This is an optimization exercise on Yosys and OpenROAD, whose aim is small area, a short achievable clock period and few clock cycles per item, not a production implementation. RTL that was checked went through simulation tests only; none was proved equivalent to the original. The RTL of runs 1 to 4 was laid out without a check of its function. No activity file was given, so power comes from the tool's default toggle rates.

==> design/flow/design.v <==
module binary_division #(
    parameter   INTEGER_SIZE = 16,
                FRACT_SIZE = 16
) (
    input   wire                                            clk, rst, start_div,
    input   wire signed[INTEGER_SIZE+FRACT_SIZE-1:0]        dividend, divisor,
    output  reg  signed[INTEGER_SIZE+FRACT_SIZE-1:0]        Q_output,
    output  reg                                             end_div
);
localparam W = INTEGER_SIZE+FRACT_SIZE;        
localparam NBITS = INTEGER_SIZE+2*FRACT_SIZE;  
localparam [2:0] IDLE = 3'd0, ABS = 3'd1, ITER = 3'd2, NEG = 3'd3, DONE = 3'd4;
localparam SA = 8, SB = 16;               
reg  [2:0]   st;
reg  [5:0]   cnt;       
reg  [W-1:0] R;         
reg  [W-1:0] Q;         
reg  [W-2:0] Mc;        
reg          mneg;      
reg          s;         
reg          nmin;      
reg          sub;       
wire         neg_en = (st == ABS) ? Q[W-1] : s;
wire [W-1:0] qor;                               
pfor #(.N(W)) u_qor (.x(Q), .y(qor));
wire [W-1:0] Qneg = Q ^ ({qor[W-2:0], 1'b0} & {W{neg_en}});
wire [W-2:0] mcr, mhir, mhi;                    
genvar gi;
generate for (gi = 0; gi < W-1; gi = gi + 1) begin : g_rev
    assign mcr[gi] = Mc[W-2-gi];
    assign mhi[gi] = mhir[W-2-gi];
end endgenerate
pfor #(.N(W-1)) u_mhi (.x(mcr), .y(mhir));
wire [W-1:0] mmask = ~{2'b00, mhi[W-2:1]};      
wire         mzero = ~mhi[0] & ~mneg;           
wire         b    = Q[W-1] & ~cnt[5];           
wire [W-1:0] sum;
padd #(.N(W), .KIND(1)) u_add (.a({R[W-2:0], b}), .b({sub, Mc ^ {(W-1){sub}}}),
                                   .cin(sub ^ mneg), .s(sum));
wire         last = (cnt == NBITS-1);
wire         qbit = mzero ? ~(nmin & last) : ~sum[W-1];
reg  [SA-1:0] fedA;
reg  [SB-1:0] fedB;
integer j;
always @(*) begin
    for (j = 0; j < SA; j = j + 1)
        fedA[SA-1-j] = Q[W-1-j] & ~cnt[5] & ({1'b0, cnt[4:0]} + j < 32);
    for (j = 0; j < SB; j = j + 1)
        fedB[SB-1-j] = Q[W-1-j] & ~cnt[5] & ({1'b0, cnt[4:0]} + j < 32);
end
wire [W-1:0] RA  = {R[W-1-SA:0], fedA};
wire [W-1:0] RB  = {R[W-1-SB:0], fedB};
wire         okA = ~R[W-1] & ~|R[W-2:W-1-SA] & ~|(RA & mmask) & ~mzero & (cnt <= NBITS-SA);
wire         okB = ~R[W-1] & ~|R[W-2:W-1-SB] & ~|(RB & mmask) & ~mzero & (cnt <= NBITS-SB);
wire         skip = okA | okB;
wire [5:0]   cnt_n = cnt + (okB ? SB : okA ? SA : 6'd1);
wire [W-1:0] R_n   = skip ? (okB ? RB : RA) : sum;
wire         fin   = okB ? (cnt == NBITS-SB) : okA ? (cnt == NBITS-SA) : last;
always @(posedge clk or negedge rst) begin
    if (!rst)
        st <= IDLE;
    else case (st)
        IDLE: if (start_div) st <= dividend[W-1] ? ABS : ITER;
        ABS:  st <= ITER;
        ITER: if (fin) st <= s ? NEG : DONE;
        NEG:  st <= DONE;
        default: st <= IDLE;
    endcase
end
always @(posedge clk) begin
    if (st == IDLE) begin
        Mc   <= divisor[W-2:0] ^ {(W-1){divisor[W-1]}};
        mneg <= divisor[W-1];
        s    <= dividend[W-1] ^ divisor[W-1];
        nmin <= (dividend == {1'b1, {(W-1){1'b0}}});
    end
    R   <= (st != ITER) ? {W{1'b0}} : R_n;
    sub <= (st != ITER) ? 1'b1 : ~R_n[W-1];
    cnt <= (st != ITER) ? 6'd0 : cnt_n;
    Q   <= (st == IDLE) ? dividend :
           (st != ITER) ? Qneg :
           okB          ? Q << SB :
           okA          ? Q << SA : {Q[W-2:0], qbit};
end
always @(*) begin
    Q_output = Q;
    end_div  = (st == DONE);
end
endmodule
module padd #(parameter N = 33, parameter KIND = 0) (
    input  wire [N-1:0] a, b,
    input  wire         cin,
    output wire [N-1:0] s
);
    reg [N-1:0] G, P, Gn, Pn;
    integer i, l, j, d;
    wire [N-1:0] p = a ^ b;
    wire [N-1:0] g = a & b;
    always @(*) begin
        G = g; P = p;
        G[0] = g[0] | (p[0] & cin);
        if (KIND == 0) begin             
            for (i = 1; i < N; i = i + 1) begin G[i] = G[i] | (P[i] & G[i-1]); P[i] = P[i] & P[i-1]; end
        end else if (KIND == 1) begin    
            for (l = 0; (1 << l) < N; l = l + 1) begin
                Gn = G; Pn = P;
                for (i = 0; i < N; i = i + 1)
                    if ((i >> l) & 1) begin
                        j = ((i >> l) << l) - 1;
                        Gn[i] = G[i] | (P[i] & G[j]); Pn[i] = P[i] & P[j];
                    end
                G = Gn; P = Pn;
            end
        end else if (KIND == 2) begin    
            for (l = 0; (1 << l) < N; l = l + 1) begin
                Gn = G; Pn = P;
                for (i = 0; i < N; i = i + 1)
                    if (i >= (1 << l)) begin
                        j = i - (1 << l);
                        Gn[i] = G[i] | (P[i] & G[j]); Pn[i] = P[i] & P[j];
                    end
                G = Gn; P = Pn;
            end
        end else begin                   
            for (l = 0; (1 << l) < N; l = l + 1)
                for (i = 0; i < N; i = i + 1)
                    if ((i % (2 << l)) == (2 << l) - 1) begin
                        G[i] = G[i] | (P[i] & G[i-(1<<l)]); P[i] = P[i] & P[i-(1<<l)];
                    end
            for (l = 5; l >= 0; l = l - 1)
                for (i = 0; i < N; i = i + 1)
                    if (i >= (3 << l) - 1 && (i % (2 << l)) == (1 << l) - 1) begin
                        G[i] = G[i] | (P[i] & G[i-(1<<l)]); P[i] = P[i] & P[i-(1<<l)];
                    end
        end
    end
    assign s = p ^ {G[N-2:0], cin};
endmodule
module pfor #(parameter N = 32) (
    input  wire [N-1:0] x,
    output reg  [N-1:0] y
);
    reg [N-1:0] t;
    integer i, l;
    always @(*) begin
        y = x;
        for (l = 0; (1 << l) < N; l = l + 1) begin
            t = y;
            for (i = 0; i < N; i = i + 1)
                if ((i >> l) & 1)
                    t[i] = y[i] | y[((i >> l) << l) - 1];
            y = t;
        end
    end
endmodule
==> design/flow/run.sh <==
#!/bin/bash
# synth_recipe.tcl (not shown) runs the flow's synth.tcl, then flattens the netlist and writes it again
# the make line also repeats each setting of config.mk as NAME=value (left out here)
make -C /OpenROAD-flow-scripts/flow DESIGN_CONFIG=/design/flow/config.mk WORK_HOME=/design/flow/orfs CLKGATE_MAP_FILE= SYNTH_SCRIPT=/design/flow/synth_recipe.tcl finish
==> design/flow/config.mk <==
export PLATFORM = sky130hd
export DESIGN_NAME = binary_division
export DESIGN_NICKNAME = binary_division
export VERILOG_FILES = /design/flow/design.v
export SDC_FILE = /design/flow/constraint.sdc
export NUM_CORES = 4
export LEC_CHECK = 0
export CAP_MARGIN = 20
export CORE_MARGIN = 2
export CORE_UTILIZATION = 40
export SETUP_SLACK_MARGIN = 3.0
export SLEW_MARGIN = 20
==> design/flow/constraint.sdc <==
create_clock -name core_clock -period 6.0 [get_ports {clk}]
set_input_delay 1.2000 -clock core_clock [delete_from_list [all_inputs] [get_ports {clk}]]
set_output_delay 1.2000 -clock core_clock [all_outputs]
set_load 0.01 [all_outputs]
==> metrics.cfg, run 1 <==
[timing]
fin_skew_ns = 0.0113
maxSlewHeadroom_pct = 32.1
fin_crit_sh_pct = 53.9
min_period_ns = 3.23
fin_ws_ns = 2.77
worstMarginPinSlew_ns = 1.02
slew_violations = 0
fin_tns_setup_ns = 0
max_freq_mhz = 309
final-hold-violation-count = 0
rsz0062_at_grt = yes
setup_violations = 0

[clock_network]
cts_buffers = 9
clk_latency_ns = 0.37
htree_num_levels = 3
clockBufferDepth = 2
tritoncts = yes
cts_root_buf = clkbuf_16
cts_sinks = 108
clkTransAtPathRegs_ns = 0.08
hold_buffers = 0

[yosys]
synth-seq-cells = 108
ys_async_sr_fraction_pct = 2.78
syn_nets = 1069
ys.flop_type = dfxtp_1
syn_area_um2 = 8120
ys_warn_count = 4
synth_edf_count = 35
syn_inst = 963
ys_types = 78
avgSynthCellArea_um2 = 8.43
synth_seq_area_share_pct = 31.1

[routing]
drcViolationCount = 0
wire_per_inst_um = 21.7
drt_iter0_markers = 973
first_pass_iters = 6
vias_per_cell = 6.15
wl_um = 30200
routed-via-count = 8556
postRouteAntennaNets = 0

[power]
ir_drop_v = 0.000374
power_leakage_uw = 0.00438
power_density_nw_per_um2 = 628

[grt]
grt_pass1_vias = 7872
grt_use_total_pct = 26.4
grt_overflow = 0
grt_pass1_wl_um = 44700
antenna_found_initial = 1
grt_max_degree = 59

[finish]
finalNetCount = 1222
diodes = 0
nFillCells = 1752
layout-area-overhead-vs-synth_pct = 39.4
seqCellArea_um2 = 2550
multiInputGateArea_um2 = 5970
drive_above_1_share_pct = 23.6

[worst_setup_path]
r2r-start = cnt[1]
crit_arrival_ns = 3.54
worst_setup_path_end_kind = register
crit_fanout = 27
r2r_end = Q[14]
rrSetupSlack_ns = 2.77
r2r_cells = 11
crit_type = register to register
crit_required_ns = 6.30
start_kind = register

[min_path]
hp-start = R[5]
hold_path_depth = 2
hold_class = register to register
worstHoldEndpoint = R[13]

[placed_design]
hpwl_um = 20300
portBuffers = 99
gp_congestion = 0.945
pre_cts_slack_ns = 2.13

[run_status]
outcome = finished clean

[die]
dieArea_um2 = 21500
io_pins = 100
die_w_um = 146
initial_utilization_pct = 40.4
die_y_um = 146
core_um2 = 20100
num_rows = 52

[flow_run]
drv_cap = 0

state kept, by name, summed over array words and instances, names as in the netlist:
| name | cells |
|---|---|
| nmin | 1 |
| cnt | 6 |
| mneg | 1 |
| st | 3 |
| Q | 32 |
| R | 32 |
| s | 1 |
| Mc | 31 |
| sub | 1 |
per-stage QoR:
| stage | total power, uW | std cells | area, um^2 | utilization (%) | hold WS, ns |
|---|---|---|---|---|---|
| final | 7110 | 1391 | 11300 | 56.3 | 0.555 |
| after global routing | 7560 | 1391 | 11300 | 56.3 | 0.584 |
| after CTS | 6540 | 1357 | 10500 | 52.1 | 0.542 |
| after detailed placement | 5560 | 1281 | 9330 | 46.4 | 0.521 |
| after global placement | 5550 | 1281 | 9330 | 46.4 | 0.517 |
| after floorplan | 4390 | 963 | 8220 | - | 0.463 |
layout make-up:
type | instances | share of cell area [%]
clock buffer | 13 | 2.60
clock inverter | 3 | 0.420
inverter | 34 | 1.16
multi-input combinational | 760 | 52.8
sequential | 108 | 22.6
tap | 270 | 2.99
timing repair buffer | 203 | 17.5
critical path, cell delays in order (launching register included):
cell	delay, ns
dfxtp_4	0.36
buf_4	0.15
buf_4	0.17
o211ai_1	0.16
and4_1	0.23
a31oi_1	0.05
o311ai_1	0.75
a311o_2	0.34
nor2_4	0.06
buf_6	0.20
or4_1	0.56
a21oi_1	0.14
cells in the mapped netlist (8+ instances only):
cell	count	share of area, %
inv_1	33	1.5
and3_1	9	0.69
nor4_1	20	1.5
nor2_1	61	2.8
edfxtp_1	35	13
nor2b_1	10	0.77
nand3_1	20	1.2
ha_1	33	5.1
a21o_1	18	1.7
a22oi_1	19	1.8
a21oi_1	97	6.0
nand4_1	13	1.0
and2_1	8	0.62
o21ai_0	43	2.7
o22ai_1	17	1.3
xor2_1	74	8.0
a221oi_1	22	2.4
a31oi_1	22	1.7
xnor2_1	40	4.3
or3_1	13	1.0
nand2_1	74	3.4
nand2b_1	8	0.62
dfxtp_1	70	17
nor3_1	19	1.2
buf_2	10	0.62
o21bai_1	9	0.83
clkbuf_1	41	1.9
o211ai_1	9	0.83
layout by cell type, fill, tap and decap left out, types with 7 or more instances in the layout:
| cell | instances |
|---|---|
| clkdlybuf4s50_1 | 98 |
| xor2_1 | 71 |
| a21oi_1 | 71 |
| buf_4 | 70 |
| nand2_1 | 63 |
| dfxtp_1 | 62 |
| nor2_1 | 56 |
| xnor2_1 | 40 |
| edfxtp_1 | 35 |
| o21ai_0 | 32 |
| inv_1 | 30 |
| ha_1 | 28 |
| buf_6 | 24 |
| a21oi_2 | 22 |
| nand3_1 | 20 |
| a31oi_1 | 19 |
| nor4_1 | 18 |
| a21o_1 | 17 |
| o22ai_1 | 17 |
| a221oi_1 | 16 |
| nor3_1 | 15 |
| nand4_1 | 13 |
| clkbuf_16 | 12 |
| a22oi_2 | 10 |
| o211ai_1 | 9 |
| or3_1 | 9 |
| nor2b_1 | 9 |
| o21bai_1 | 9 |
| a22oi_1 | 9 |
| and3_1 | 8 |
| dfxtp_4 | 7 |
| o21ai_1 | 7 |
worst max-delay path by stage:
| stage | start | to | cells after the start |
|---|---|---|---|
| 2_1_floorplan | Mc[29] | cnt[5] | 13 |
| 3_3_place_gp | cnt[3] | st[0] | 8 |
| 3_5_place_dp | cnt[3] | st[0] | 8 |
| 4_1_cts | Mc[28] | Q[14] | 9 |
| 5_1_grt | cnt[2] | R[6] | 16 |
| 6_report | cnt[1] | Q[14] | 11 |
per-layer routing:
metal  part of all wire [%]  GRT usage, %
met4                    3.4          10.3
met2                     46          41.0
met3                    7.8          5.25
met1                     43          36.2
met5                      0             0
where the power goes:
group | switching (uW) | internal [uW] | total (uW) | leakage [uW]
Combinational | 2410 | 2170 | 4570 | 0.00325
Sequential | 696 | 1150 | 1850 | 0.000957
Clock | 292 | 391 | 683 | 0.000170
Total | 3390 | 3710 | 7110 | 0.00438
cell families (layout without fill, tap and decap cells):
family / count (synthesis) / count (layout) / share of synthesized area (%)
compound gates: 318 / 319 / 26.0
simple gates: 284 / 284 / 18.5
xor+xnor: 114 / 114 / 12.3
flops: 108 / 108 / 31.1
buf+inv: 96 / 253 / 4.96
fa+ha+maj: 39 / 39 / 6.57
mux: 4 / 4 / 0.524
timing repair:
| action | in CTS | in global routing |
|---|---|---|
| pin swaps | 34 | 61 |
| gates resized for setup | 82 | 118 |
| cloned | 3 | 1 |
| buffers inserted | 57 | 33 |
| endpoints found under the setup margin | 73 | 67 |
==> run 2: changes to the inputs <==
--- a/design/flow/design.v
+++ b/design/flow/design.v
@@ -10,7 +10,7 @@
 localparam W = INTEGER_SIZE+FRACT_SIZE;        
 localparam NBITS = INTEGER_SIZE+2*FRACT_SIZE;  
 localparam [2:0] IDLE = 3'd0, ABS = 3'd1, ITER = 3'd2, NEG = 3'd3, DONE = 3'd4;
-localparam SA = 8, SB = 16;               
+localparam SA = 3, SB = 14;               
 reg  [2:0]   st;
 reg  [5:0]   cnt;       
 reg  [W-1:0] R;         
==> metrics.cfg, run 2 <==
[finish]
final_util_pct = 54.0
final_common_cell = clkdlybuf4s50_1
drive_above_1_share_pct = 19.3
diodes = 0
nFillCells = 1884
finalNetCount = 1198
layout-area-overhead-vs-synth_pct = 32.0
top_regs = Q x32, R x32, Mc x31
final_cell_mix = 98 x clkdlybuf4s50_1, 71 x xor2_1, 62 x dfxtp_1, 62 x a21oi_1, 58 x buf_4

[routing]
vias_per_cell = 6.24
drcViolationCount = 0
first_pass_iters = 7
routed-via-count = 8518
wire_per_inst_um = 23.7
drt_iter0_markers = 1176
postRouteAntennaNets = 0
wl_um = 32300

[timing]
min_period_ns = 3.13
rsz0062_at_grt = yes
slew_violations = 0
final-hold-violation-count = 0
setup_violations = 0
worstMarginPinSlew_ns = 1.17
maxSlewHeadroom_pct = 21.8
max_freq_mhz = 319
fin_skew_ns = 0.0135
fin_crit_sh_pct = 52.2
fin_tns_setup_ns = 0

[worst_setup_path]
crit_required_ns = 6.25
start_kind = register
cp_cell_sequence = or4_1 > or3_4 > buf_4 > a311oi_4 > a21boi_0 > mux2i_1 > a21oi_1
crit_arrival_ns = 3.38
r2r-start = R[28]
cp-startpoint = R[28]
crit_fanout = 20
path_buf_inv = 1
crit_family = compound AO/OA/AOI/OAI gates
critPathMaxStageDelay_ns = 0.93
crit_type = register to register
cp_slowest_cell = a311oi_4
worst_setup_path_end_kind = register

[yosys]
ys.flop_type = dfxtp_1
synth_fa_ha_area_share_pct = 6.66
synth_xor_xnor_area_share_pct = 11.9
avgSynthCellArea_um2 = 8.62
synth-seq-cells = 108
yosysMostFrequentCell = xor2_1
ys_async_sr_fraction_pct = 2.78
synth_area_leaders = dfxtp_1 17%, edfxtp_1 13%, xor2_1 8.7%, ha_1 5.0%, a21oi_1 4.0%
synth_edf_count = 35
synth_common_cells = 82 x xor2_1, 70 x dfxtp_1, 67 x a21oi_1, 59 x nand3_1, 53 x nor2_1
synth_seq_area_share_pct = 30.4
yosysTopAreaCell = dfxtp_1
syn_nets = 1070
syn_area_um2 = 8300
synthMuxAreaShare_pct = 2.43
synth_top_family_by_area = compound AO/OA/AOI/OAI gates
synth-compound-area-share_pct = 23.0
synth-simple-area-share_pct = 20.3
ys_types = 84
ys_warn_count = 4
synth_top_area_share_pct = 16.9
syn_inst = 963

[grt]
grt_use_met2_pct = 39.9
grt_overflow = 0
antenna_found_initial = 0
grt_use_total_pct = 27.7
met3_usage_pct = 6.63
grt_pass1_vias = 7805
grt_use_met1_pct = 40.5
grt_max_degree = 45
top_usage_layer = met1
grt_pass1_wl_um = 46800

[die]
core_um2 = 20300
num_rows = 52
initial_utilization_pct = 40.9
die_w_um = 148
die_y_um = 148
dieArea_um2 = 21900
io_pins = 100

[run_status]
outcome = finished clean

[clock_network]
cts_root_buf = clkbuf_16
clockBufferDepth = 2
htree_num_levels = 3
cts_buffers = 9
tritoncts = yes
hold_buffers = 0
clk_latency_ns = 0.38
clkTransAtPathRegs_ns = 0.08
cts_sinks = 108

[placed_design]
portBuffers = 99
gp_congestion = 0.978
hpwl_um = 21600

[min_path]
hp-start = R[25]
hold_class = register to register

[power]
ir_drop_v = 0.000227
power_density_nw_per_um2 = 668
power_leakage_uw = 0.00420

[flow_run]
drv_cap = 0

-- run 2: logic make-up (layout without fill, tap and decap cells) --
family	count (synthesis)	in the layout
flip-flops	108	108
AND/OR/NAND/NOR	302	306
adder cells (fa/ha/maj)	40	40
XOR/XNOR	113	113
AO/OA/AOI/OAI	280	280
buffers and inverters	100	229
multiplexers	20	20
-- run 2: final timing paths --
check	end	slack (ns)	depth (start not counted)
worst min-delay path	R[28]	0.54	2
max in group asynchronous	st[0]	4.86	1
worst min register to register	R[28]	0.54	2
min in group asynchronous	st[1]	1.00	1
worst max-delay path	R[22]	2.87	7
worst max register to register	R[22]	2.87	7
-- run 2: power by group --
part | internal, uW | switching, uW | leakage, uW
sequential | 1120 | 555 | 0.000953
clock | 350 | 310 | 0.000151
combinational | 2170 | 2810 | 0.00309
total | 3650 | 3670 | 0.00420
-- run 2: cell type report --
type,instances,area [um^2],area share [%]
Multi-Input combinational cell,759,5950,54.3
Sequential cell,108,2550,23.3
Timing Repair Buffer,168,1620,14.7
Tap cell,270,338,3.08
Clock buffer,11,254,2.32
Inverter,44,181,1.66
Clock inverter,5,57.6,0.525
Timing Repair inverter,1,8.76,0.0799
-- run 2: tightest hold or removal path, delay by kind of cell (launching register included) --
family          cells  cell delay, ns
flops               1            0.36
simple gates        1            0.07
compound gates      1            0.06
-- run 2: what timing repair did --
action | in CTS | in global routing
gates resized for setup | 53 | 89
setup endpoints to repair | 107 | 102
gates cloned | 2 | 4
endpoints found under the hold margin | 0 | 0
setup buffers | 24 | 36
pin swaps | 18 | 50
-- run 2: metal layers --
metal / vias to the layer above / wire length, um
li1: 3851 / -
met1: 4067 / 13900
met2: 513 / 14000
met3: 87 / 3390
met4: 0 / 1060
met5: - / 0
-- run 2: metrics by stage --
step | setup WS [ns] | cell area, um^2 | cells | total power, uW | hold WS [ns]
after floorplan | 3.01 | 8330 | 963 | 4370 | 0.462
after global placement | 2.01 | 9450 | 1284 | 5630 | 0.535
after detailed placement | 1.90 | 9450 | 1284 | 5630 | 0.526
after CTS | 2.76 | 10200 | 1326 | 6630 | 0.541
after global routing | 2.76 | 11000 | 1366 | 7710 | 0.561
final | 2.87 | 11000 | 1366 | 7320 | 0.538
==> run 3: changes to the inputs <==
--- a/design/flow/design.v
+++ b/design/flow/design.v
@@ -10,7 +10,6 @@
 localparam W = INTEGER_SIZE+FRACT_SIZE;        
 localparam NBITS = INTEGER_SIZE+2*FRACT_SIZE;  
 localparam [2:0] IDLE = 3'd0, ABS = 3'd1, ITER = 3'd2, NEG = 3'd3, DONE = 3'd4;
-localparam SA = 3, SB = 14;               
 reg  [2:0]   st;
 reg  [5:0]   cnt;       
 reg  [W-1:0] R;         
@@ -39,23 +38,22 @@
                                    .cin(sub ^ mneg), .s(sum));
 wire         last = (cnt == NBITS-1);
 wire         qbit = mzero ? ~(nmin & last) : ~sum[W-1];
-reg  [SA-1:0] fedA;
-reg  [SB-1:0] fedB;
+localparam SK = 8;
+reg          skp;
+reg  [2*SK-1:0] fed2;                            
 integer j;
-always @(*) begin
-    for (j = 0; j < SA; j = j + 1)
-        fedA[SA-1-j] = Q[W-1-j] & ~cnt[5] & ({1'b0, cnt[4:0]} + j < 32);
-    for (j = 0; j < SB; j = j + 1)
-        fedB[SB-1-j] = Q[W-1-j] & ~cnt[5] & ({1'b0, cnt[4:0]} + j < 32);
-end
-wire [W-1:0] RA  = {R[W-1-SA:0], fedA};
-wire [W-1:0] RB  = {R[W-1-SB:0], fedB};
-wire         okA = ~R[W-1] & ~|R[W-2:W-1-SA] & ~|(RA & mmask) & ~mzero & (cnt <= NBITS-SA);
-wire         okB = ~R[W-1] & ~|R[W-2:W-1-SB] & ~|(RB & mmask) & ~mzero & (cnt <= NBITS-SB);
-wire         skip = okA | okB;
-wire [5:0]   cnt_n = cnt + (okB ? SB : okA ? SA : 6'd1);
-wire [W-1:0] R_n   = skip ? (okB ? RB : RA) : sum;
-wire         fin   = okB ? (cnt == NBITS-SB) : okA ? (cnt == NBITS-SA) : last;
+always @(*)
+    for (j = 0; j < 2*SK; j = j + 1)
+        fed2[2*SK-1-j] = Q[W-1-j] & ~cnt[5] & ({1'b0, cnt[4:0]} + j < 32);
+wire [W-1:0] RS   = {R[W-1-SK:0], fed2[2*SK-1:SK]};        
+wire [W-1:0] RS2  = {R[W-1-2*SK:0], fed2};                 
+wire         ok2  = ~|R[W-1:W-2*SK] & ~|(RS2 & mmask) & (cnt <= NBITS-2*SK);
+wire [W-2:0] mc_in  = divisor[W-2:0] ^ {(W-1){divisor[W-1]}};
+wire         top0   = dividend[W-1] ? &dividend[W-1:W-1-SK] : ~|dividend[W-1:W-SK];
+wire         ok_in  = (top0 | (|mc_in[W-2:SK])) & (|divisor);
+wire [5:0]   cnt_n = skp ? cnt + SK : cnt + 1'b1;
+wire [W-1:0] R_n   = skp ? RS : sum;
+wire         fin   = skp ? (cnt == NBITS-SK) : last;
 always @(posedge clk or negedge rst) begin
     if (!rst)
         st <= IDLE;
@@ -77,10 +75,10 @@
     R   <= (st != ITER) ? {W{1'b0}} : R_n;
     sub <= (st != ITER) ? 1'b1 : ~R_n[W-1];
     cnt <= (st != ITER) ? 6'd0 : cnt_n;
+    skp <= (st == IDLE) ? ok_in : (st == ITER) ? skp & ok2 : skp;
     Q   <= (st == IDLE) ? dividend :
            (st != ITER) ? Qneg :
-           okB          ? Q << SB :
-           okA          ? Q << SA : {Q[W-2:0], qbit};
+           skp          ? Q << SK : {Q[W-2:0], qbit};
 end
 always @(*) begin
     Q_output = Q;
==> metrics.cfg, run 3 <==
[finish]
final_util_pct = 50.9
nFillCells = 1733
final_cell_mix = 98 x clkdlybuf4s50_1, 91 x xor2_1, 85 x nor2_1, 68 x dfxtp_1, 63 x a21oi_1
final_common_cell = clkdlybuf4s50_1
drive_above_1_share_pct = 9.08
layout-area-overhead-vs-synth_pct = 24.3
top_regs = Q x32, R x32, Mc x31
finalNetCount = 1017
diodes = 0
seqCellArea_um2 = 2560
multiInputGateArea_um2 = 4710

[power]
p_seq_share_pct = 29.3
p_int_uw = 2990
power_leakage_uw = 0.00354
power_uw = 5640
clockPowerShare_pct = 11.2
power.share.switching_pct = 47.1
comb_power_share_pct = 59.5
power_density_nw_per_um2 = 615
ir_drop_v = 0.000294
switching_power_uw = 2650

[placed_design]
portBuffers = 99
pre_cts_slack_ns = 2.26
hpwl_um = 16200
gp_congestion = 0.937

[timing]
fin_skew_ns = 0.0117
setup_violations = 0
maxSlewHeadroom_pct = 24.6
worst_hold_slack_ns = 0.508
fin_tns_setup_ns = 0
max_freq_mhz = 320
fin_ws_ns = 2.88
rsz0062_at_grt = yes
worstMarginPinSlew_ns = 1.10
min_period_ns = 3.12
fin_crit_sh_pct = 52.0
slew_violations = 0
final-hold-violation-count = 0

[grt]
antenna_found_initial = 0
grt_pass1_vias = 6201
grt_pass1_wl_um = 34500
grt_max_degree = 65
grt_overflow = 0
grt_use_total_pct = 22.3

[yosys]
avgSynthCellArea_um2 = 9.01
synth_fa_ha_area_share_pct = 7.56
synth_area_leaders = dfxtp_1 19%, edfxtp_1 15%, xor2_1 11%, ha_1 5.9%, a21oi_1 4.7%
ys.flop_type = dfxtp_1
synth-seq-cells = 109
synth_edf_count = 36
yosysTopAreaCell = dfxtp_1
syn_nets = 927
yosysMostFrequentCell = xor2_1
synth_seq_area_share_pct = 34.7
synth-compound-area-share_pct = 18.3
syn_inst = 819
ys_warn_count = 4
synth_xor_xnor_area_share_pct = 14.4
synthMuxAreaShare_pct = 4.51
synth_top_family_by_area = compound AO/OA/AOI/OAI gates
synth_top_area_share_pct = 19.0
ys_types = 62
syn_area_um2 = 7380
synth_common_cells = 94 x xor2_1, 86 x nor2_1, 70 x a21oi_1, 70 x dfxtp_1, 36 x edfxtp_1
synth-simple-area-share_pct = 16.8
ys_async_sr_fraction_pct = 2.75

[routing]
drcViolationCount = 0
wl_um = 22000
postRouteAntennaNets = 0
first_pass_iters = 4
drt_iter0_markers = 493
routed-via-count = 6448
vias_per_cell = 5.64
wire_per_inst_um = 19.2

[die]
dieArea_um2 = 19500
num_rows = 49
die_w_um = 140
initial_utilization_pct = 40.9
io_pins = 100
die_y_um = 140
core_um2 = 18000

[clock_network]
clkTransAtPathRegs_ns = 0.09
clockBufferDepth = 2
cts_root_buf = clkbuf_16
cts_sinks = 109
clk_latency_ns = 0.37
cts_buffers = 9
hold_buffers = 0
htree_num_levels = 3
tritoncts = yes

[worst_setup_path]
start_kind = register
crit_fanout = 6
crit_required_ns = 6.27
crit_type = register to register
crit_arrival_ns = 3.39
worst_setup_path_end_kind = register

[flow_run]
drv_cap = 0

[run_status]
outcome = finished clean

[min_path]
hold_class = register to register

## run 3: path summary, 6_finish.rpt
path	start	to	slack [ns]	cells past startpoint
min	R[0]	R[8]	0.51	2
max in group asynchronous	rst	st[1]	4.83	1
max	Mc[0]	R[20]	2.88	12
min reg2reg	R[0]	R[8]	0.51	2
max reg2reg	Mc[0]	R[20]	2.88	12
min in group asynchronous	rst	st[0]	1.01	1
## run 3: per-stage QoR
stage               area, um^2  instances
floorplan                 7440        819
global placement          8570       1112
detailed placement        8570       1112
CTS                       9020       1136
global route              9170       1143
finish                    9170       1143
## run 3: kinds of logic (layout without fill, tap and decap cells)
logic type / after synthesis / in the layout
DFF: 109 / 109
and+or+nand+nor: 237 / 237
xor gates and xnor gates: 121 / 121
AOI/OAI and AO/OA: 202 / 202
adders and majority gates: 41 / 41
muxes: 33 / 33
buffers and inverters: 76 / 171
## run 3: what timing repair did
action / CTS / global route
pin swaps: 10 / 13
resized for setup: 16 / 18
endpoints found under the setup margin: 30 / 23
setup buffers: 8 / 7
## run 3: per-layer routing
metal	global-route usage (%)	routed length, um	vias to the layer above
met2	34.7	9780	176
met1	32.1	10800	3084
met5	0	0	-
li1	-	-	3175
met3	4.58	1210	13
met4	4.32	174	0
## run 3: power by group through the flow
stage	Combinational (uW)	Clock (uW)	Sequential, uW
after detailed placement	3090	0	1680
final	3360	629	1650
after global routing	3720	671	1700
after CTS	3210	643	1640
after global placement	3070	0	1700
after floorplan	2380	0	1460
## run 3: final cells by class
type / instances / share of cell area (%)
timing repair buffer: 120 / 12.7
multi-input combinational: 634 / 51.3
sequential: 109 / 27.9
clock buffer: 9 / 2.46
inverter: 35 / 1.43
clock inverter: 7 / 0.996
tap: 229 / 3.12
## run 3: worst max-delay path, stage by stage (launching register included)
cell and delay, ns:
edfxtp_1 0.53, xor2_2 0.20, fa_2 0.37, inv_2 0.06, fa_2 0.22, nor2b_4 0.06, o2111ai_4 0.19, a311oi_2 0.12
buf_4 0.17, o211ai_1 0.32, a31oi_4 0.19, or3_1 0.34, a32o_1 0.26
==> run 4: changes to the inputs <==
--- a/design/flow/design.v
+++ b/design/flow/design.v
@@ -34,7 +34,7 @@
 wire         mzero = ~mhi[0] & ~mneg;           
 wire         b    = Q[W-1] & ~cnt[5];           
 wire [W-1:0] sum;
-padd #(.N(W), .KIND(1)) u_add (.a({R[W-2:0], b}), .b({sub, Mc ^ {(W-1){sub}}}),
+padd #(.N(W), .KIND(3)) u_add (.a({R[W-2:0], b}), .b({sub, Mc ^ {(W-1){sub}}}),
                                    .cin(sub ^ mneg), .s(sum));
 wire         last = (cnt == NBITS-1);
 wire         qbit = mzero ? ~(nmin & last) : ~sum[W-1];
==> metrics.cfg, run 4 <==
[grt]
top_usage_layer = met2
grt_max_degree = 77
grt_pass1_vias = 6090
grt_pass1_wl_um = 33800
grt_overflow = 0
antenna_found_initial = 0
grt_use_total_pct = 21.7
grt_use_met2_pct = 34.9
grt_use_met1_pct = 30.4
met3_usage_pct = 3.91

[yosys]
avgSynthCellArea_um2 = 8.76
syn_inst = 854
synth_top_area_share_pct = 18.7
ys_warn_count = 4
yosysTopAreaCell = dfxtp_1
yosysMostFrequentCell = nor2_1
ys.flop_type = dfxtp_1
ys_async_sr_fraction_pct = 2.75
ys_types = 60
syn_nets = 972
synth_seq_area_share_pct = 34.2
syn_area_um2 = 7480
synth_common_cells = 109 x nor2_1, 91 x xor2_1, 81 x a21oi_1, 70 x dfxtp_1, 44 x nand2_1
synth_area_leaders = dfxtp_1 19%, edfxtp_1 14%, xor2_1 11%, ha_1 5.7%, nor2_1 5.5%
synth_edf_count = 36
synth-seq-cells = 109

[die]
die_w_um = 141
num_rows = 50
core_um2 = 18500
dieArea_um2 = 19800
initial_utilization_pct = 40.4
io_pins = 100
die_y_um = 141

[worst_setup_path]
rrSetupSlack_ns = 2.43
r2r_cells = 16
worst_setup_path_end_kind = register
cp_slowest_cell = edfxtp_1
crit_arrival_ns = 3.70
r2r_end = Q[0]
cp_common_cell = fa_2
critPathMaxStageDelay_ns = 0.44
r2r-start = Mc[0]
crit_required_ns = 6.13
start_kind = register
crit_fanout = 2
cp_cell_sequence = xor2_2 > fa_2 > inv_2 > fa_2 > nand2b_4 > a21oi_4 > o21ai_2 > a211oi_2 > o2111ai_2 > nand3_2 > o41ai_2 > fa_2 > xor2_2 > xnor2_1 > mux2i_1 > a22o_1
crit_type = register to register

[placed_design]
hpwl_um = 15800
gp_congestion = 0.874
portBuffers = 99
placedInstanceArea_um2 = 8710
pre_cts_slack_ns = 1.84

[min_path]
hold_path_depth = 1
hold_class = register to register
hp-start = st[2]
worstHoldEndpoint = st[2]

[finish]
fin_area_um2 = 9380
diodes = 0
nFillCells = 1772
final_util_pct = 50.6
layout-area-overhead-vs-synth_pct = 25.3
top_regs = Q x32, R x32, Mc x31
final_cell_mix = 109 x nor2_1, 97 x clkdlybuf4s50_1, 84 x xor2_1, 74 x a21oi_1, 67 x dfxtp_1
multiInputGateArea_um2 = 4860
final_common_cell = nor2_1
finalNetCount = 1061
seqCellArea_um2 = 2570
drive_above_1_share_pct = 11.6

[clock_network]
hold_buffers = 0
clkTransAtPathRegs_ns = 0.08
htree_num_levels = 3
cts_root_buf = clkbuf_16
clk_latency_ns = 0.37
cts_sinks = 109
cts_buffers = 9
tritoncts = yes
clockBufferDepth = 2

[timing]
fin_ws_ns = 2.43
fin_crit_sh_pct = 59.5
min_period_ns = 3.57
slew_violations = 0
worstMarginPinSlew_ns = 0.948
maxSlewHeadroom_pct = 36.8
fin_skew_ns = 0.0134
setup_violations = 0
rsz0062_at_grt = yes
max_freq_mhz = 280
fin_tns_setup_ns = 0
final-hold-violation-count = 0

[routing]
routed-via-count = 6592
vias_per_cell = 5.58
wl_um = 21800
postRouteAntennaNets = 0
drcViolationCount = 0
first_pass_iters = 5
wire_per_inst_um = 18.4
drt_iter0_markers = 486

[flow_run]
drv_cap = 0

[power]
power_leakage_uw = 0.00361
ir_drop_v = 0.000275
power_density_nw_per_um2 = 611

[run_status]
outcome = finished clean

[run 4: changes by cell type in the layout (fill, tap and decap cells not counted), moves of 7 or more]
cell | before | now
a21o_1 | 11 | 3
mux2i_1 | 31 | 17
a21oi_1 | 63 | 74
mux2_2 | 2 | 13
nor4_1 | 27 | 16
inv_1 | 33 | 41
nor2_1 | 85 | 109
a211oi_1 | 29 | 6
xor2_1 | 91 | 84
nand2_1 | 26 | 43
o21ai_0 | 23 | 32
o22ai_1 | 2 | 17
[run 4: power by group]
group	leakage [uW]	total, uW	switching, uW	internal (uW)
Clock	0.000149	620	324	297
Combinational	0.00249	3480	1900	1580
Sequential	0.000966	1630	495	1130
Total	0.00361	5730	2720	3010
[run 4: timing repair]
item                       4_1_cts  5_1_grt
resized for setup               16       34
pin swaps                        2       11
setup endpoints to repair       36       32
setup buffers                   10        6
[run 4: kinds of logic after synthesis]
group           Yosys count  share of synthesized area [%]
mux                      30                           4.23
flops                   109                           34.2
simple gates            272                           18.3
compound gates          194                           15.6
xor+xnor                111                           13.0
buf+inv                  87                           4.45
fa+ha+maj                51                           10.2
[run 4: worst max-delay path, delay by kind of cell, from the launching register on]
kind	cells	cell delay, ns
compound gates	6	0.97
xor+xnor	3	0.58
fa+ha+maj	3	0.93
buf+inv	1	0.04
flops	1	0.44
mux	1	0.11
simple gates	2	0.28
[run 4: how the worst max path moves through the flow]
| stage | start | slack (ns) | depth (start not counted) | to |
|---|---|---|---|---|
| 6_report | Mc[0] | 2.43 | 16 | Q[0] |
| 4_1_cts | Mc[0] | 2.46 | 16 | Q[0] |
| 5_1_grt | Mc[0] | 2.26 | 16 | Q[0] |
| 3_3_place_gp | sub | 1.87 | 16 | Q[0] |
| 2_1_floorplan | sub | 2.54 | 18 | Q[0] |
| 3_5_place_dp | sub | 1.84 | 16 | Q[0] |
[run 4: layer usage]
metal / part of all wire [%] / up-vias
li1: - / 3205
met3: 5.1 / 25
met5: 0 / -
met1: 47 / 3171
met4: 1.4 / 0
met2: 47 / 191
[run 4: per-stage QoR]
| step | std cells | hold slack, ns | total power [uW] |
|---|---|---|---|
| 2_1_floorplan | 854 | 0.453 | 3900 |
| 3_3_place_gp | 1150 | 0.477 | 4810 |
| 3_5_place_dp | 1150 | 0.483 | 4850 |
| 4_1_cts | 1176 | 0.495 | 5580 |
| 5_1_grt | 1182 | 0.524 | 6230 |
| 6_report | 1182 | 0.497 | 5730 |
[run 4: area by class of cell]
class	count	share of cell area (%)
Clock buffer	9	2.40
Sequential cell	109	27.4
Clock inverter	7	0.774
Multi-Input combinational cell	658	51.8
Inverter	43	1.72
Timing Repair Buffer	122	12.8
Tap cell	234	3.12
==> run 5: changes to the inputs <==
--- a/design/flow/design.v
+++ b/design/flow/design.v
@@ -34,7 +34,7 @@
 wire         mzero = ~mhi[0] & ~mneg;           
 wire         b    = Q[W-1] & ~cnt[5];           
 wire [W-1:0] sum;
-padd #(.N(W), .KIND(3)) u_add (.a({R[W-2:0], b}), .b({sub, Mc ^ {(W-1){sub}}}),
+padd #(.N(W), .KIND(1)) u_add (.a({R[W-2:0], b}), .b({sub, Mc ^ {(W-1){sub}}}),
                                    .cin(sub ^ mneg), .s(sum));
 wire         last = (cnt == NBITS-1);
 wire         qbit = mzero ? ~(nmin & last) : ~sum[W-1];
@@ -72,7 +72,7 @@
         s    <= dividend[W-1] ^ divisor[W-1];
         nmin <= (dividend == {1'b1, {(W-1){1'b0}}});
     end
-    R   <= (st != ITER) ? {W{1'b0}} : R_n;
+    R   <= (skp | (st != ITER)) ? (RS & {W{st == ITER}}) : sum;
     sub <= (st != ITER) ? 1'b1 : ~R_n[W-1];
     cnt <= (st != ITER) ? 6'd0 : cnt_n;
     skp <= (st == IDLE) ? ok_in : (st == ITER) ? skp & ok2 : skp;
@@ -151,3 +151,54 @@
         end
     end
 endmodule
+module nradd #(parameter N = 33, parameter KIND = 0) (
+    input  wire [N-1:0] a, m,
+    input  wire         sub,
+    input  wire         cin,
+    output wire [N-1:0] s
+);
+    reg [N-1:0] G, P, Gn, Pn;
+    integer i, l, j, d;
+    wire [N-1:0] x = a ^ m;
+    wire [N-1:0] p = x ^ {N{sub}};
+    wire [N-1:0] g = sub ? (a & ~m) : (a & m);
+    always @(*) begin
+        G = g; P = p;
+        G[0] = g[0] | (p[0] & cin);
+        if (KIND == 0) begin             
+            for (i = 1; i < N; i = i + 1) begin G[i] = G[i] | (P[i] & G[i-1]); P[i] = P[i] & P[i-1]; end
+        end else if (KIND == 1) begin    
+            for (l = 0; (1 << l) < N; l = l + 1) begin
+                Gn = G; Pn = P;
+                for (i = 0; i < N; i = i + 1)
+                    if ((i >> l) & 1) begin
+                        j = ((i >> l) << l) - 1;
+                        Gn[i] = G[i] | (P[i] & G[j]); Pn[i] = P[i] & P[j];
+                    end
+                G = Gn; P = Pn;
+            end
+        end else if (KIND == 2) begin    
+            for (l = 0; (1 << l) < N; l = l + 1) begin
+                Gn = G; Pn = P;
+                for (i = 0; i < N; i = i + 1)
+                    if (i >= (1 << l)) begin
+                        j = i - (1 << l);
+                        Gn[i] = G[i] | (P[i] & G[j]); Pn[i] = P[i] & P[j];
+                    end
+                G = Gn; P = Pn;
+            end
+        end else begin                   
+            for (l = 0; (1 << l) < N; l = l + 1)
+                for (i = 0; i < N; i = i + 1)
+                    if ((i % (2 << l)) == (2 << l) - 1) begin
+                        G[i] = G[i] | (P[i] & G[i-(1<<l)]); P[i] = P[i] & P[i-(1<<l)];
+                    end
+            for (l = 5; l >= 0; l = l - 1)
+                for (i = 0; i < N; i = i + 1)
+                    if (i >= (3 << l) - 1 && (i % (2 << l)) == (1 << l) - 1) begin
+                        G[i] = G[i] | (P[i] & G[i-(1<<l)]); P[i] = P[i] & P[i-(1<<l)];
+                    end
+        end
+    end
+    assign s = p ^ {G[N-2:0], cin};
+endmodule
==> metrics.cfg, run 5 <==
[placed_design]
hpwl_um = 16200
portBuffers = 99
dp.cells = 1186
gp_congestion = 0.851

[power]
ir_drop_v = 0.000258
power_leakage_uw = 0.00380
power_density_nw_per_um2 = 597

[routing]
wire_per_inst_um = 18.6
drcViolationCount = 0
postRouteAntennaNets = 0
vias_per_cell = 5.65
wl_um = 22800
routed-via-count = 6958
drt_iter0_markers = 456
first_pass_iters = 5

[die]
core_um2 = 18600
num_rows = 50
io_pins = 100
die_w_um = 141
die_y_um = 141
initial_utilization_pct = 40.5
dieArea_um2 = 20000

[finish]
drive_above_1_share_pct = 10.7
final_common_cell = nor2_1
instances_no_fill = 1231
final_cell_mix = 105 x nor2_1, 90 x xor2_1, 88 x clkdlybuf4s50_1, 86 x a21oi_1, 67 x dfxtp_1
layout-area-overhead-vs-synth_pct = 26.9
finalNetCount = 1101
top_regs = Q x32, R x32, Mc x31
diodes = 0

[worst_setup_path]
start_kind = register
crit_arrival_ns = 3.50
crit_required_ns = 6.30
crit_fanout = 6
crit_type = register to register
worst_setup_path_end_kind = register

[grt]
grt_pass1_vias = 6384
grt_use_total_pct = 22.4
grt_pass1_wl_um = 34800
antenna_found_initial = 0
grt_max_degree = 47
grt_overflow = 0

[yosys]
synth_area_leaders = dfxtp_1 19%, edfxtp_1 14%, xor2_1 11%, a21oi_1 6.1%, ha_1 5.8%
syn_inst = 892
yosysMostFrequentCell = nor2_1
synth_seq_area_share_pct = 33.9
synth_common_cells = 106 x nor2_1, 92 x a21oi_1, 92 x xor2_1, 70 x dfxtp_1, 53 x nand2_1
syn_area_um2 = 7550
ys_warn_count = 4
synth-seq-cells = 109
yosysTopAreaCell = dfxtp_1
ys_async_sr_fraction_pct = 2.75
ys_types = 62
avgSynthCellArea_um2 = 8.46
ys.flop_type = dfxtp_1
synth_top_area_share_pct = 18.6
synth_edf_count = 36
syn_nets = 1000

[timing]
min_period_ns = 3.20
final-hold-violation-count = 0
worst_hold_slack_ns = 0.513
fin_crit_sh_pct = 53.4
fin_skew_ns = 0.0100
rsz0062_at_grt = yes
setup_violations = 0
fin_tns_setup_ns = 0
maxSlewHeadroom_pct = 46.0
slew_violations = 0
max_freq_mhz = 312
worstMarginPinSlew_ns = 0.787

[flow_run]
drv_cap = 0

[run_status]
outcome = finished clean

[clock_network]
cts_sinks = 109
clk_latency_ns = 0.36
clockBufferDepth = 2
cts_root_buf = clkbuf_16
tritoncts = yes
clkTransAtPathRegs_ns = 0.07
cts_buffers = 9
htree_num_levels = 3

[min_path]
hold_class = register to register

==> run 5: cell types whose count changed in the layout (fill, tap and decap cells not counted), sizes merged, moves of 8 or more <==
cell           change
inv               -17
buf               +13
o22ai             -13
mux2              -12
a21oi             +11
fa                -11
mux2i             +11
a21o               +9
clkdlybuf4s50      -9
dlymetal6s2s       +9
nand2              +9
and2               +8
==> run 5: stage by stage <==
stage               cell area (um^2)  total power (uW)  util [%]  setup slack [ns]
finish                          9580              5720      51.4              2.80
global route                    9580              6170      51.4              2.71
CTS                             9330              5560      50.1              2.87
detailed placement              8750              4730      46.9              2.22
global placement                8750              4730      46.9              2.26
floorplan                       7700              3800         -              2.96
==> run 5: final cells by class <==
cell class,instances,area (um^2)
tap,234,293
sequential,109,2570
fill,1777,9060
clock buffer,10,229
multi-input combinational,707,4930
timing repair buffer,135,1360
clock inverter,5,76.3
inverter,31,120
==> run 5: report_power, final <==
group	total (uW)	internal [uW]	switching, uW	leakage (uW)
clock	645	363	283	0.000148
combinational	3490	1570	1920	0.00269
sequential	1590	1130	457	0.000964
total	5720	3060	2660	0.00380
==> run 5: path summary, 6_finish.rpt <==
path | from | end | slack (ns) | cells past startpoint
setup / recovery | sub | R[22] | 2.80 | 14
hold / removal | R[11] | R[19] | 0.51 | 2
setup reg to reg | sub | R[22] | 2.80 | 14
hold reg to reg | R[11] | R[19] | 0.51 | 2
max in group asynchronous | rst | st[1] | 4.75 | 1
min in group asynchronous | rst | st[0] | 1.05 | 1
==> run 5: kinds of logic after synthesis <==
family	after synthesis	share of synthesized area, %
AO/OA/AOI/OAI	218	17.5
multiplexers	29	3.86
XOR/XNOR	109	12.6
flip-flops	109	33.9
AND/OR/NAND/NOR	310	20.9
buffers and inverters	76	3.78
adder cells (fa/ha/maj)	41	7.39
==> run 5: critical path: stages (launching register included) <==
cell and delay (ns):
dfxtp_4 0.42, buf_6 0.14, xor2_2 0.16, fa_2 0.22, inv_2 0.04, fa_2 0.34, nand2b_4 0.15, a21o_1 0.19
a211o_4 0.36, buf_6 0.12, a21o_1 0.17, a211oi_2 0.24, o22ai_1 0.12, or4_1 0.40, nand3_1 0.07
==> run 5: timing repair <==
action                     in CTS  in global routing
hold buffers                    0                  0
setup endpoints to repair      53                 25
setup buffers                  20                 10
resized for setup              21                 47
pin swaps                      12                 32
==> run 5: per-layer routing <==
layer | track usage (%) | wire [um] | vias to the layer above
met3 | 4.15 | 1660 | 30
met2 | 35.6 | 10400 | 257
met1 | 31.4 | 10300 | 3258
met4 | 6.05 | 478 | 0
met5 | 0 | 0 | -
li1 | - | - | 3413
Testbench counts of run 5, summed over its fixed seeds: cycles 46,113, items 1,600.
==> run 6: changes to the inputs <==
==> design/flow/flow/run.sh (new file) <==
#!/bin/bash
# The standard ORFS layout, with one change: the port buffers that
# global placement adds use the smallest buffer cell (buf_1) instead of the
# resizer's default pick. Every port still gets its own buffer.
set -euo pipefail
export BUFFER_PORTS_ARGS="-buffer_cell sky130_fd_sc_hd__buf_1"
bash standard.sh finish > standard_flow.log 2>&1
==> design/flow/standard.sh (new file) <==
#!/bin/bash
# synth_recipe.tcl (not shown) runs the flow's synth.tcl, then flattens the netlist and writes it again
# the make line also repeats each setting of config.mk as NAME=value (left out here)
make -C /OpenROAD-flow-scripts/flow DESIGN_CONFIG=/design/flow/config.mk WORK_HOME=/design/flow/orfs CLKGATE_MAP_FILE= SYNTH_SCRIPT=/design/flow/synth_recipe.tcl "${@:-finish}"
--- a/design/flow/config.mk
+++ b/design/flow/config.mk
@@ -7,6 +7,6 @@
 export LEC_CHECK = 0
 export CAP_MARGIN = 20
 export CORE_MARGIN = 2
-export CORE_UTILIZATION = 40
+export CORE_UTILIZATION = 60
 export SETUP_SLACK_MARGIN = 3.0
 export SLEW_MARGIN = 20
removed: design/flow/run.sh
==> metrics.cfg, run 6 <==
[worst_setup_path]
r2r_cells = 12
crit_type = register to register
worst_setup_path_end_kind = register
start_kind = register
crit_fanout = 6
crit_required_ns = 6.12
crit_arrival_ns = 3.23

[finish]
final_cell_mix = 105 x nor2_1, 98 x buf_1, 87 x xor2_1, 84 x a21oi_1, 66 x dfxtp_1
fin_area_um2 = 8700
drive_above_1_share_pct = 9.72
layout-area-overhead-vs-synth_pct = 15.2
diodes = 0
top_regs = Q x32, R x32, Mc x31
final_common_cell = nor2_1
finalNetCount = 1091

[yosys]
ys_async_sr_fraction_pct = 2.75
synth-seq-cells = 109
yosysMostFrequentCell = nor2_1
synth_seq_area_share_pct = 33.9
avgSynthCellArea_um2 = 8.46
ys.flop_type = dfxtp_1
synth_edf_count = 36
syn_inst = 892
synth_common_cells = 106 x nor2_1, 92 x a21oi_1, 92 x xor2_1, 70 x dfxtp_1, 53 x nand2_1
syn_area_um2 = 7550
ys_types = 62
syn_nets = 1000
ys_warn_count = 4
synth_area_leaders = dfxtp_1 19%, edfxtp_1 14%, xor2_1 11%, a21oi_1 6.1%, ha_1 5.8%
yosysTopAreaCell = dfxtp_1
synth_top_area_share_pct = 18.6

[power]
ir_drop_v = 0.000328
power_leakage_uw = 0.00338
power_density_nw_per_um2 = 640

[grt]
grt_pass1_wl_um = 33900
grt_pass1_vias = 6380
grt_use_total_pct = 33.1
grt_overflow = 0
antenna_found_initial = 0
grt_max_degree = 74

[timing]
setup_violations = 0
rsz0062_at_grt = yes
fin_tns_setup_ns = 0
max_freq_mhz = 322
fin_crit_sh_pct = 51.8
fin_skew_ns = 0.00992
min_period_ns = 3.11
maxSlewHeadroom_pct = 34.6
worstMarginPinSlew_ns = 0.982
slew_violations = 0
final-hold-violation-count = 0

[routing]
routed-via-count = 7062
vias_per_cell = 6.11
wl_um = 22500
drcViolationCount = 0
first_pass_iters = 5
drt_iter0_markers = 870
postRouteAntennaNets = 0
wire_per_inst_um = 19.4

[die]
dieArea_um2 = 13500
io_pins = 100
num_rows = 40
die_w_um = 116
core_um2 = 12200
initial_utilization_pct = 62.1
die_y_um = 116

[placed_design]
gp_congestion = 0.934
portBuffers = 99
placedInstanceArea_um2 = 8040
hpwl_um = 15700

[clock_network]
cts_sinks = 109
cts_root_buf = clkbuf_16
clockBufferDepth = 2
tritoncts = yes
clkTransAtPathRegs_ns = 0.08
hold_buffers = 0
htree_num_levels = 3
cts_buffers = 9
clk_latency_ns = 0.37

[min_path]
hold_path_depth = 2
hold_class = register to register

[flow_run]
drv_cap = 0

[run_status]
outcome = finished clean

run 6: cell counts after synthesis:
No cell type changed its count.
run 6: cell families after synthesis:
logic type | count (synthesis) | share of synthesized area, %
adder cells (fa/ha/maj) | 41 | 7.39
buffers and inverters | 76 | 3.78
multiplexers | 29 | 3.86
XOR/XNOR | 109 | 12.6
AND/OR/NAND/NOR | 310 | 20.9
AO/OA/AOI/OAI | 218 | 17.5
flip-flops | 109 | 33.9
run 6: metal layers:
metal	GRT usage, %	wire (um)	up-vias
met4	7.94	355	0
met2	53.1	10500	333
li1	-	-	3386
met5	0	0	-
met3	5.24	1680	36
met1	47.3	9960	3307
run 6: per-stage QoR:
| stage | power (uW) | worst slack (ns) | hold slack [ns] | util (%) | instances |
|---|---|---|---|---|---|
| after floorplan | 3800 | 2.96 | 0.458 | - | 892 |
| after global placement | 4460 | 2.31 | 0.486 | 66.1 | 1118 |
| after detailed placement | 4550 | 2.25 | 0.496 | 66.1 | 1118 |
| after CTS | 5330 | 2.97 | 0.508 | 70.5 | 1151 |
| after global routing | 5950 | 2.81 | 0.539 | 71.5 | 1156 |
| final | 5560 | 2.89 | 0.518 | 71.5 | 1156 |
run 6: timing repair:
action / CTS / global route
setup endpoints to repair: 39 / 25
setup buffers: 17 / 4
pin swaps: 18 / 13
gates resized for setup: 30 / 20
cloned: 0 / 1
run 6: power by group:
part	internal (uW)	total, uW	switching (uW)
combinational	1400	3350	1960
clock	290	595	305
sequential	1130	1620	482
run 6: final timing paths:
path / to / slack (ns) / from
max in group asynchronous: st[1] / 5.19 / rst
min in group asynchronous: st[1] / 0.63 / rst
worst max-delay path: Q[0] / 2.89 / sub
worst max register to register: Q[0] / 2.89 / sub
worst min register to register: R[20] / 0.52 / R[12]
worst min-delay path: R[20] / 0.52 / R[12]
run 6: area by class of cell:
type,instances,area [um^2]
repair buffers,124,599
flip-flops and latches,109,2570
clock inverters,6,53.8
inverters,31,116
fillers,1023,3460
multi-input cells,708,4920
clock buffers,10,229
well taps,168,210
run 6: worst max-delay path, cell delays in order, from the launching register on:
cell	delay, ns
dfxtp_4	0.46
xor2_2	0.18
fa_2	0.22
inv_2	0.04
fa_2	0.33
nand2b_4	0.15
a21o_1	0.20
a211o_4	0.38
a211oi_4	0.31
nor2_4	0.08
a21oi_2	0.19
o21ai_2	0.10
a31o_2	0.23
==> run 7: changes to the inputs <==
--- a/design/flow/config.mk
+++ b/design/flow/config.mk
@@ -7,6 +7,6 @@
 export LEC_CHECK = 0
 export CAP_MARGIN = 20
 export CORE_MARGIN = 2
-export CORE_UTILIZATION = 60
+export CORE_UTILIZATION = 70
 export SETUP_SLACK_MARGIN = 3.0
 export SLEW_MARGIN = 20
==> metrics.cfg, run 7 <==
[worst_setup_path]
worst_setup_path_end_kind = register
crit_required_ns = 6.17
crit_arrival_ns = 3.30
start_kind = register
r2r_end = Q[0]
r2r_cells = 11
crit_type = register to register
crit_fanout = 9
rrSetupSlack_ns = 2.87
r2r-start = sub

[finish]
drive_above_1_share_pct = 11.0
final_util_pct = 83.3
layout-area-overhead-vs-synth_pct = 14.9
diodes = 0
final_common_cell = nor2_1
multiInputGateArea_um2 = 4950
final_cell_mix = 104 x nor2_1, 98 x buf_1, 86 x xor2_1, 84 x a21oi_1, 66 x dfxtp_1
finalNetCount = 1101
nFillCells = 623
top_regs = Q x32, R x32, Mc x31
seqCellArea_um2 = 2570

[timing]
slew_violations = 0
min_period_ns = 3.13
fin_skew_ns = 0.00822
fin_crit_sh_pct = 52.2
maxSlewHeadroom_pct = 28.1
fin_tns_setup_ns = 0
rsz0062_at_grt = yes
final-hold-violation-count = 0
setup_violations = 0
max_freq_mhz = 319
worstMarginPinSlew_ns = 1.08

[yosys]
synth_seq_area_share_pct = 33.9
ys_async_sr_fraction_pct = 2.75
syn_area_um2 = 7550
yosysTopAreaCell = dfxtp_1
yosysMostFrequentCell = nor2_1
synth_edf_count = 36
avgSynthCellArea_um2 = 8.46
ys.flop_type = dfxtp_1
synth_top_area_share_pct = 18.6
ys_warn_count = 4
synth_area_leaders = dfxtp_1 19%, edfxtp_1 14%, xor2_1 11%, a21oi_1 6.1%, ha_1 5.8%
synth-seq-cells = 109
syn_nets = 1000
ys_types = 62
syn_inst = 892
synth_common_cells = 106 x nor2_1, 92 x a21oi_1, 92 x xor2_1, 70 x dfxtp_1, 53 x nand2_1

[flow_run]
drv_cap = 0

[clock_network]
tritoncts = yes
cts_sinks = 109
clockBufferDepth = 2
clkTransAtPathRegs_ns = 0.11
clk_latency_ns = 0.40
cts_buffers = 9
cts_root_buf = clkbuf_8
htree_num_levels = 3

[grt]
grt_pass1_vias = 6906
grt_pass1_wl_um = 34900
grt_use_total_pct = 39.1
grt_overflow = 0
antenna_found_initial = 0
grt_max_degree = 74

[placed_design]
hpwl_um = 15700
portBuffers = 99
gp_congestion = 0.955

[power]
power_density_nw_per_um2 = 638
clockPowerShare_pct = 7.7
switching_power_uw = 2810
p_seq_share_pct = 28.9
power.share.switching_pct = 50.9
ir_drop_v = 0.000382
p_int_uw = 2720
power_leakage_uw = 0.00337
comb_power_share_pct = 63.4

[die]
initial_utilization_pct = 72.5
dieArea_um2 = 11600
die_y_um = 108
io_pins = 100
die_w_um = 108
core_um2 = 10400
num_rows = 37

[min_path]
hp-start = R[20]
hold_class = register to register
worstHoldEndpoint = R[28]
hold_path_depth = 2

[routing]
wl_um = 23400
routed-via-count = 7603
first_pass_iters = 6
drt_iter0_markers = 1243
drcViolationCount = 0
wire_per_inst_um = 20.6
vias_per_cell = 6.70
postRouteAntennaNets = 0

[run_status]
outcome = finished clean

-- run 7: cell counts after synthesis --
No cell type changed its count.
-- run 7: worst max-delay path by stage --
stage	from	end	slack (ns)	cells after the start
floorplan	sub	R[22]	2.96	14
global placement	sub	R[26]	2.34	12
detailed placement	sub	R[26]	2.27	12
CTS	mneg	R[22]	2.88	12
global route	Mc[0]	R[22]	2.75	12
finish	sub	Q[0]	2.87	11
-- run 7: cell families (layout without fill, tap and decap cells) --
kind of cell             after synthesis  after routing  synth area share [%]
AO/OA/AOI/OAI                        218            218                  17.5
XOR/XNOR                             109            109                  12.6
adder cells (fa/ha/maj)               41             41                  7.39
AND/OR/NAND/NOR                      310            311                  20.9
buffers and inverters                 76            181                  3.78
flip-flops                           109            109                  33.9
multiplexers                          29             29                  3.86
-- run 7: timing repair --
| action | 4_1_cts | 5_1_grt |
|---|---|---|
| resized for setup | 29 | 28 |
| hold endpoints to repair | 0 | 0 |
| gates cloned | 0 | 1 |
| setup buffers | 16 | 15 |
| endpoints found under the setup margin | 35 | 26 |
| pin swaps | 18 | 33 |
| hold buffers | 0 | 0 |
-- run 7: cell type report --
cell class	count	area share, %
Multi-Input combinational cell	708	57.1
Inverter	31	1.34
Timing Repair Buffer	134	8.01
Tap cell	136	1.96
Sequential cell	109	29.6
Clock inverter	7	0.592
Clock buffer	9	1.43
-- run 7: power by group through the flow --
stage	clock, uW	sequential [uW]	combinational (uW)
global placement	0	1590	2830
CTS	424	1560	3180
global route	451	1610	3800
floorplan	0	1450	2350
detailed placement	0	1600	2960
finish	426	1600	3510
-- run 7: metal layers --
metal / GRT usage (%) / up-vias / wire length (um)
met5: 0 / - / 0
met4: 16.3 / 0 / 1000
met3: 9.26 / 112 / 2790
met2: 61.7 / 590 / 10700
met1: 51.6 / 3502 / 8870
li1: - / 3399 / -
-- run 7: worst max-delay path: stages (launching register included) --
cell	delay, ns
dfxtp_4	0.46
buf_12	0.17
xor2_1	0.19
ha_1	0.27
a21o_1	0.21
a31o_2	0.25
a221o_1	0.33
and2_4	0.17
nor2_4	0.11
a21oi_2	0.08
or3_4	0.41
a31o_2	0.24
-- run 7: per-stage QoR --
stage | hold slack, ns | setup WS [ns] | instance area [um^2] | std cells | power [uW]
global route | 0.544 | 2.75 | 8670 | 1134 | 5870
global placement | 0.487 | 2.34 | 8000 | 1086 | 4410
CTS | 0.514 | 2.88 | 8450 | 1118 | 5170
detailed placement | 0.504 | 2.27 | 8000 | 1086 | 4560
floorplan | 0.458 | 2.96 | 7700 | 892 | 3800
finish | 0.524 | 2.87 | 8670 | 1134 | 5530
==> run 8: changes to the inputs <==
--- a/design/flow/config.mk
+++ b/design/flow/config.mk
@@ -7,6 +7,6 @@
 export LEC_CHECK = 0
 export CAP_MARGIN = 20
 export CORE_MARGIN = 2
-export CORE_UTILIZATION = 70
+export CORE_UTILIZATION = 40
 export SETUP_SLACK_MARGIN = 3.0
 export SLEW_MARGIN = 20
==> metrics.cfg, run 8 <==
[run_status]
outcome = finished clean

[grt]
grt_use_total_pct = 22.3
grt_max_degree = 62
grt_overflow = 0
grt_pass1_vias = 6340
antenna_found_initial = 0
grt_pass1_wl_um = 34800

[finish]
drive_above_1_share_pct = 10.8
final_cell_mix = 105 x nor2_1, 98 x buf_1, 89 x xor2_1, 87 x a21oi_1, 67 x dfxtp_1
fin_area_um2 = 8890
final_common_cell = nor2_1
diodes = 0
nFillCells = 1859
final_util_pct = 47.7
layout-area-overhead-vs-synth_pct = 17.8
multiInputGateArea_um2 = 4870
seqCellArea_um2 = 2570
top_regs = Q x32, R x32, Mc x31
finalNetCount = 1107

[yosys]
yosysMostFrequentCell = nor2_1
avgSynthCellArea_um2 = 8.46
synth_seq_area_share_pct = 33.9
ys_warn_count = 4
syn_nets = 1000
synth_area_leaders = dfxtp_1 19%, edfxtp_1 14%, xor2_1 11%, a21oi_1 6.1%, ha_1 5.8%
synth-seq-cells = 109
syn_area_um2 = 7550
syn_inst = 892
synth_common_cells = 106 x nor2_1, 92 x a21oi_1, 92 x xor2_1, 70 x dfxtp_1, 53 x nand2_1
yosysTopAreaCell = dfxtp_1
ys_types = 62
synth_edf_count = 36
ys_async_sr_fraction_pct = 2.75
ys.flop_type = dfxtp_1
synth_top_area_share_pct = 18.6

[clock_network]
cts_sinks = 109
htree_num_levels = 3
clk_latency_ns = 0.37
cts_root_buf = clkbuf_16
cts_buffers = 9
clockBufferDepth = 2
tritoncts = yes
clkTransAtPathRegs_ns = 0.07

[min_path]
hold_path_depth = 2
worstHoldEndpoint = R[17]
hold_class = register to register
hp-start = R[9]

[timing]
worstMarginPinSlew_ns = 0.832
fin_tns_setup_ns = 0
setup_violations = 0
fin_crit_sh_pct = 52.1
slew_violations = 0
final-hold-violation-count = 0
rsz0062_at_grt = yes
maxSlewHeadroom_pct = 42.9
max_freq_mhz = 320
fin_skew_ns = 0.0146
min_period_ns = 3.13

[worst_setup_path]
start_kind = register
crit_required_ns = 6.29
r2r-start = sub
r2r_end = R[8]
cp-startpoint = sub
r2r_cells = 15
crit_fanout = 13
worst_setup_path_end_kind = register
crit_type = register to register
rrSetupSlack_ns = 2.87
crit_arrival_ns = 3.42

[die]
core_um2 = 18600
num_rows = 50
dieArea_um2 = 20000
die_w_um = 141
die_y_um = 141
io_pins = 100
initial_utilization_pct = 40.5

[placed_design]
placedInstanceArea_um2 = 8140
gp_congestion = 0.888
portBuffers = 99
hpwl_um = 16200

[routing]
vias_per_cell = 5.62
routed-via-count = 6959
first_pass_iters = 5
drcViolationCount = 0
wl_um = 22800
drt_iter0_markers = 477
postRouteAntennaNets = 0
wire_per_inst_um = 18.4

[flow_run]
drv_cap = 0

[power]
power_leakage_uw = 0.00346
power_uw = 5580
ir_drop_v = 0.000250
power_density_nw_per_um2 = 627

## run 8: cell counts after synthesis
Identical to the previous run, type by type.
## run 8: per-layer routing
metal | part of all wire, % | GRT usage (%) | wire [um]
met5 | 0 | 0 | 0
met4 | 1.5 | 6.47 | 346
met3 | 6.9 | 3.75 | 1570
met2 | 46 | 35.4 | 10400
met1 | 46 | 31.5 | 10500
## run 8: what timing repair did
action	in CTS	in global routing
hold buffers	0	0
buffers inserted	22	14
pin swaps	13	24
setup endpoints to repair	43	23
gates resized for setup	20	25
cloned	0	0
## run 8: worst max-delay path by stage
stage / end / slack (ns) / cells past startpoint
3_3_place_gp: R[26] / 2.31 / 12
4_1_cts: R[22] / 2.92 / 13
3_5_place_dp: R[26] / 2.26 / 12
6_report: R[8] / 2.87 / 15
5_1_grt: R[22] / 2.77 / 13
2_1_floorplan: R[22] / 2.96 / 14
## run 8: power by group
group / switching, uW / total, uW / internal [uW]
registers: 517 / 1650 / 1130
logic: 1870 / 3290 / 1430
clock network: 301 / 637 / 336
## run 8: logic make-up (layout without fill, tap and decap cells)
kind of cell | count (synthesis) | in the layout | synth area share, %
mux | 29 | 29 | 3.86
flops | 109 | 109 | 33.9
fa+ha+maj | 41 | 41 | 7.39
simple gates | 310 | 310 | 20.9
compound gates | 218 | 218 | 17.5
buf+inv | 76 | 188 | 3.78
xor+xnor | 109 | 109 | 12.6
## run 8: final cells by class
cell class | instances | share of cell area, %
clock buffer | 11 | 3.09
clock inverter | 5 | 0.408
inverter | 31 | 1.32
multi-input combinational | 707 | 54.8
sequential | 109 | 28.9
tap | 234 | 3.29
timing repair buffer | 141 | 8.26
## run 8: stage by stage
step / worst slack [ns] / std cells / hold slack, ns
floorplan: 2.96 / 892 / 0.458
global placement: 2.31 / 1186 / 0.491
detailed placement: 2.26 / 1186 / 0.495
CTS: 2.92 / 1224 / 0.505
global route: 2.77 / 1238 / 0.546
finish: 2.87 / 1238 / 0.507
## run 8: worst max-delay path, cell delays in order, from the launching register on
cell      delay [ns]
dfxtp_4         0.38
buf_4           0.15
buf_12          0.12
buf_16          0.15
xor2_1          0.17
ha_1            0.31
o211ai_1        0.17
a21o_1          0.15
buf_4           0.13
buf_4           0.10
nand2_1         0.08
a21o_1          0.21
a21o_1          0.19
fa_2            0.53
mux2i_1         0.07
nor2_1          0.13

-- afterwards: timing with drivers on the ports --
The flow's constraints put no driver on any port. The routed layouts listed below were extracted and timed again, unchanged, in two steps.
Step 1 assumes that a clkbuf_16 drives the clock port and a buf_2 every other input.
Step 2, shift: input delay + t, output delay - t, t = (earliest + latest rising clock arrival at the registers) / 2. This alone moves slack from input paths to output paths.
Slacks: no drivers / after step 1 / after step 2; pairs: no drivers / after step 1.
run | shift t [ns] | setup WS [ns] | hold slack, ns | worst register clock-pin slew, ns | worst data-port slew with drivers (ns)
run 1 | 0.406 | 2.766 / 2.766 / 2.766 | 0.555 / 0.555 / 0.555 | 0.08 / 0.08 | 0.04
run 2 | 0.418 | 2.866 / 2.866 / 2.866 | 0.538 / 0.538 / 0.538 | 0.08 / 0.08 | 0.04
run 3 | 0.406 | 2.877 / 2.877 / 2.728 | 0.508 / 0.508 / 0.508 | 0.09 / 0.09 | 0.05
run 4 | 0.405 | 2.428 / 2.428 / 2.428 | 0.497 / 0.497 / 0.497 | 0.09 / 0.09 | 0.04
run 5 | 0.397 | 2.799 / 2.799 / 2.684 | 0.513 / 0.513 / 0.513 | 0.08 / 0.08 | 0.04
run 6 | 0.409 | 2.892 / 2.892 / 2.697 | 0.518 / 0.518 / 0.518 | 0.08 / 0.08 | 0.06
run 7 | 0.437 | 2.869 / 2.869 / 2.629 | 0.524 / 0.524 / 0.524 | 0.11 / 0.11 | 0.05
run 8 | 0.411 | 2.871 / 2.871 / 2.798 | 0.507 / 0.507 / 0.507 | 0.09 / 0.09 | 0.05
After both steps setup and hold are still met in every run listed. The setup slack of run 7, which loses most, moves by 0.000 ns with the drivers and by -0.240 ns with both steps.
